Background: an optimization exercise with open tools, aiming at small area and a short achievable clock period. Do not read the settings as production practice. Power and IR drop assume default switching activity.

Setup of run A:
==> flow/design.v <==
module alu(
    input add, input f_and, input f_or, input f_not, input f_xor, input pass,
    input cin,
    input [31:0] A,
    input [31:0] B,
    output [31:0] result
    );
wire [31:0] p = A ^ B;
wire [31:0] g0 = A & B;
reg [31:0] G, P;
integer l, i, j;
always @(*) begin
    G = g0;
    P = p;
    G[0] = g0[0] | (p[0] & cin);
    for (l = 0; l < 5; l = l + 1)
        for (i = 0; i < 32; i = i + 1)
            if (i[l]) begin
                j = ((i >> l) << l) - 1;
                G[i] = G[i] | (P[i] & G[j]);
                P[i] = P[i] & P[j];
            end
end
wire [31:0] c = {G[30:0], cin};
wire [31:0] sum = p ^ c;
assign result = ({32{add}} & sum)
              | ({32{f_and}} & g0)
              | ({32{f_or}} & (A | B))
              | ({32{f_not}} & ~A)
              | ({32{f_xor}} & p)
              | ({32{pass}} & B);
endmodule
module shifter #(parameter LEVELS = 5) (
    input [31:0] in,
    input [LEVELS-1:0] l,
    input [LEVELS-1:0] r,
    input [LEVELS-1:0] n,
    output [31:0] out
    );
reg [31:0] s;
integer k;
always @(*) begin
    s = in;
    for (k = 0; k < LEVELS; k = k + 1)
        s = (s & {32{n[k]}}) | ((s << (1 << k)) & {32{l[k]}}) | ((s >> (1 << k)) & {32{r[k]}});
end
assign out = s;
endmodule
module registerfile
  (input clk,
   input write,
   input [3:0] wrAddr,
   input [31:0] wrData,
   input [15:0] selm,
   output [31:0] rdDatam,
   input [15:0] seln,
   output [31:0] rdDatan);
   reg [511:0] rf;
   genvar r;
   generate
      for (r = 0; r < 16; r = r + 1) begin : g_reg
         wire we = write & (wrAddr == r);
         always @(posedge clk)
            rf[32*r +: 32] <= (rf[32*r +: 32] & {32{~we}}) | (wrData & {32{we}});
      end
   endgenerate
   reg [31:0] m, n;
   integer k;
   always @(*) begin
      m = 32'd0;
      n = 32'd0;
      for (k = 0; k < 16; k = k + 1) begin
         m = m | (rf[32*k +: 32] & {32{selm[k]}});
         n = n | (rf[32*k +: 32] & {32{seln[k]}});
      end
   end
   assign rdDatam = m;
   assign rdDatan = n;
endmodule
module processor(
    input clk,
    input rst,
    output [31:0] imem_addr,
    input [31:0] imem_rdata,
    output dmem_en,
    output dmem_we,
    output [31:0] dmem_addr,
    output [31:0] dmem_wdata,
    input [31:0] dmem_rdata,
    output wb_en,
    output [3:0] wb_addr,
    output [31:0] wb_data
    );
reg [31:0] ia;       
reg [31:0] f_ir, d_ir;
reg f_v, d_v;
reg [15:0] d_seln, d_selm;   
reg d_useimm;                
reg [4:0] d_shl, d_shr, d_shn;   
reg [31:0] e_A, e_B;
reg [2:0] e_op;
reg e_zupd, e_wen, e_men, e_we, e_sub;
reg e_l4, e_r4, e_n4;    
reg [3:0] e_rd;
reg br;      
reg z;       
reg [31:0] m_A, m_B;
reg m_add, m_and, m_or, m_not, m_xor, m_pass, m_cin;
reg m_wen, m_en, m_we;
reg [3:0] m_rd;
reg [31:0] w_data;
reg [3:0] w_rd;
reg w_en;
assign imem_addr = ia;
wire [5:0] f_opc = f_ir[29:24];
wire f_useimm = f_ir[31] | (f_opc == 6'b100100);
always @(posedge clk) begin
    f_ir <= imem_rdata;
    d_ir <= f_ir;
    f_v <= ~rst;
    d_v <= ~rst & f_v & ~br;
    d_useimm <= f_useimm;
    d_seln <= 16'd1 << f_ir[23:20];
    d_selm <= f_useimm ? 16'd0 : (16'd1 << f_ir[3:0]);
    d_shl <= f_ir[14:10] & {5{~f_useimm &  f_ir[15]}};
    d_shr <= f_ir[14:10] & {5{~f_useimm & ~f_ir[15]}};
    d_shn <= ~f_ir[14:10] | {5{f_useimm}};
end
wire       d_S   = d_ir[30];
wire [5:0] d_opc = d_ir[29:24];
wire [3:0] d_rn  = d_ir[23:20];
wire d_mem = d_opc[5] & d_opc[4];
wire d_ls  = d_ir[27];
wire d_regw = ~(d_mem & ~d_ls);
wire [3:0] d_rd = (d_opc[5] | d_opc[4]) ? d_rn : d_ir[19:16];
wire d_beq = (d_opc == 6'b100100);
wire d_flag = (d_opc == 6'b000110) | (d_opc == 6'b001001) | (d_opc == 6'b011101);
reg [2:0] d_op;
always @(*) begin
    case (d_opc)
    6'b000110: d_op = 3'd0;
    6'b001001: d_op = 3'd1;
    6'b011101: d_op = 3'd1;
    6'b001011: d_op = 3'd2;
    6'b001010: d_op = 3'd3;
    6'b001100: d_op = 3'd4;
    6'b001110: d_op = 3'd5;
    6'b011100: d_op = 3'd6;
    6'b100100: d_op = 3'd6;
    default:   d_op = 3'd7;
    endcase
end
wire [31:0] rf_n, rf_m;
registerfile RegFile(clk, w_en, w_rd, w_data, d_selm, rf_m, d_seln, rf_n);
wire [31:0] d_imm = {d_beq ? 8'd0 : {8{d_ir[15]}},
                     d_beq ? d_ir[23:16] : {8{d_ir[15]}},
                     d_ir[15:0]};
wire [31:0] d_Bs;
shifter #(4) sft(rf_m, d_shl[3:0], d_shr[3:0], d_shn[3:0], d_Bs);
wire d_go = ~rst & d_v & ~br;
always @(posedge clk) begin
    e_A <= rf_n;
    e_B <= d_Bs | (d_imm & {32{d_useimm}});
    e_op <= d_op;
    e_sub <= (d_op == 3'd1);
    e_l4 <= d_shl[4];
    e_r4 <= d_shr[4];
    e_n4 <= d_shn[4];
    e_rd <= d_rd;
    e_zupd <= d_go & d_S & d_flag;
    e_wen <= d_go & d_regw;
    e_men <= d_go & d_mem;
    e_we <= d_go & d_mem & ~d_ls;
end
wire [31:0] e_Bs = (e_B & {32{e_n4}}) | ((e_B << 16) & {32{e_l4}}) | ((e_B >> 16) & {32{e_r4}});
wire [31:0] e_y = e_Bs ^ {32{e_sub}};
wire [31:0] e_cin = {e_A[30:0] | e_y[30:0], e_sub};
wire e_zero = ((e_A ^ e_y) == e_cin);
wire e_znext = e_zupd ? e_zero : z;
wire br_next = d_go & d_beq & e_znext;
always @(posedge clk) begin
    if (rst) z <= 1'b0;
    else     z <= e_znext;
    br <= br_next;
    if (br_next)
        ia <= {8'd0, d_ir[23:0]};
    else if (rst)
        ia <= 32'd0;
    else
        ia <= ia + 32'd1;
end
always @(posedge clk) begin
    m_A <= e_A;
    m_B <= e_y;
    m_add <= (e_op == 3'd0) | (e_op == 3'd1);
    m_and <= (e_op == 3'd2);
    m_or <= (e_op == 3'd3);
    m_not <= (e_op == 3'd4);
    m_xor <= (e_op == 3'd5);
    m_pass <= (e_op == 3'd6);
    m_cin <= e_sub;
    m_rd <= e_rd;
    m_wen <= ~rst & e_wen & ~br;
    m_en <= ~rst & e_men;
    m_we <= ~rst & e_we;
end
assign dmem_en = m_en;
assign dmem_we = m_we;
assign dmem_addr = m_B;
assign dmem_wdata = m_A;
wire [31:0] m_res;
alu exec(m_add, m_and, m_or, m_not, m_xor, m_pass, m_cin, m_A, m_B, m_res);
always @(posedge clk) begin
    w_data <= m_res | (dmem_rdata & {32{m_en}});
    w_rd <= m_rd;
    w_en <= ~rst & m_wen;
end
assign wb_en = w_en;
assign wb_addr = w_rd;
assign wb_data = w_data;
endmodule
==> flow/config.mk <==
export PLATFORM = sky130hd
export DESIGN_NAME = processor
export DESIGN_NICKNAME = processor
export VERILOG_FILES = /design/flow/design.v
export SDC_FILE = /design/flow/constraint.sdc
export NUM_CORES = 4
export LEC_CHECK = 0
export ABC_CLOCK_PERIOD_IN_PS = 2800
export CAP_MARGIN = 20
export CORE_MARGIN = 2
export CORE_UTILIZATION = 50
export CTS_CLUSTER_DIAMETER = 100
export CTS_CLUSTER_SIZE = 24
export SETUP_SLACK_MARGIN = 4.7
export SLEW_MARGIN = 20
==> flow/constraint.sdc <==
create_clock -name core_clock -period 7.5 [get_ports {clk}]
set_input_delay 1.5000 -clock core_clock [delete_from_list [all_inputs] [get_ports {clk}]]
set_output_delay 1.5000 -clock core_clock [all_outputs]
set_load 0.01 [all_outputs]
standard.sh (not shown) runs the stock make flow with config.mk's settings and CLKGATE_MAP_FILE= SYNTH_SCRIPT=/design/flow/synth_recipe.tcl, a recipe that flattens the netlist after the stock synthesis.
==> flow/flow/run.sh <==
#!/bin/bash
# The standard layout, with the port buffers made of buf_2 cells
# (ORFS's buffer_ports takes -buffer_cell from BUFFER_PORTS_ARGS)
set -euo pipefail
export BUFFER_PORTS_ARGS="-buffer_cell sky130_fd_sc_hd__buf_2"
bash standard.sh > standard.log 2>&1
diff inputs: run A => run B
==> flow/run.sh (new file) <==
#!/bin/bash
# synth_recipe.tcl (not shown) runs the flow's synth.tcl, then flattens the netlist and writes it again
# the make line also repeats each setting of config.mk as NAME=value (left out here)
make -C /OpenROAD-flow-scripts/flow DESIGN_CONFIG=/design/flow/config.mk WORK_HOME=/design/flow/orfs CLKGATE_MAP_FILE= SYNTH_SCRIPT=/design/flow/synth_recipe.tcl finish
removed: flow/flow/run.sh
removed: flow/standard.sh
Notes after the runs:
Of the two values seen for endpoint of the most critical setup path, ia[23] was produced by run B and ia[17] by run A. Final worst-path setup slack: lower on run A. Of run A and run B, the run reporting the lower met2 layer wire length in the routed design was run B. Relative to run A, the wire length measured on run B has decreased by a few percent. Taking run B as 1.0, run A lands at 0.64 on number of gates given a new drive strength after cts. From run A to run B the numbers moved as follows: design area went down; part of the total power dissipated in the clock network increased 0.2 points; combinational cell power has remained practically unchanged; clock network area share about even.
diff inputs: run B => run C
- a change of SETUP_SLACK_MARGIN from 4.7 to 4.0
[summary]
Lower met2 track demand over resource in global routing was reported by run B, not run C. Run B has a higher setup slack than run C. In the metrics for run B and run C, the one carrying the higher wire length on met2 is run B. Summary of run C over run B: total routed wirelength now sits lower, core utilization fell by 5.2 points, sequential fraction of the synthesis area now sits at about the same level, final standard cell count with taps included and fillers excluded lost 178, final critical-path required period saw an increase. Going from run B to run C, worst slew margin relative to its limit shrinks by 0.44 points.
Function was not checked in any run of this note: the RTL went through the layout flow alone.

-- what the ideal ports hide --
No port has a modelled driver above. Below, the same layouts with a new extraction and two added sets of constraints. Step 1 (the two cells are an assumption about what drives the block):
set clk [get_ports {clk}]
set_driving_cell -lib_cell sky130_fd_sc_hd__clkbuf_16 $clk
set_driving_cell -lib_cell sky130_fd_sc_hd__buf_2 [delete_from_list [all_inputs] $clk]
Step 2 moves the port delays by t, midway between the first and last clock arrival at a register: inputs arrive t later, outputs are due t later. That takes back most of the time a late clock gives input paths. a / b / c = ideal / step 1 / step 2; a / b = the first two.
run | t (ns) | setup WS [ns] | worst register clock-pin slew, ns | worst slew at a driven data input, ns | cell pins on the clock port's net
run A | 0.692 | 4.127 / 4.127 / 3.784 | 0.11 / 0.11 | 0.09 | 1
run B | 0.694 | 4.181 / 4.181 / 3.842 | 0.10 / 0.10 | 0.06 | 1
run C | 0.681 | 3.976 / 3.976 / 3.957 | 0.10 / 0.10 | 0.07 | 1
After both steps setup and hold are still met in every run listed. The setup slack of run A, which loses most, moves by 0.000 ns with the drivers and by -0.343 ns with both steps.
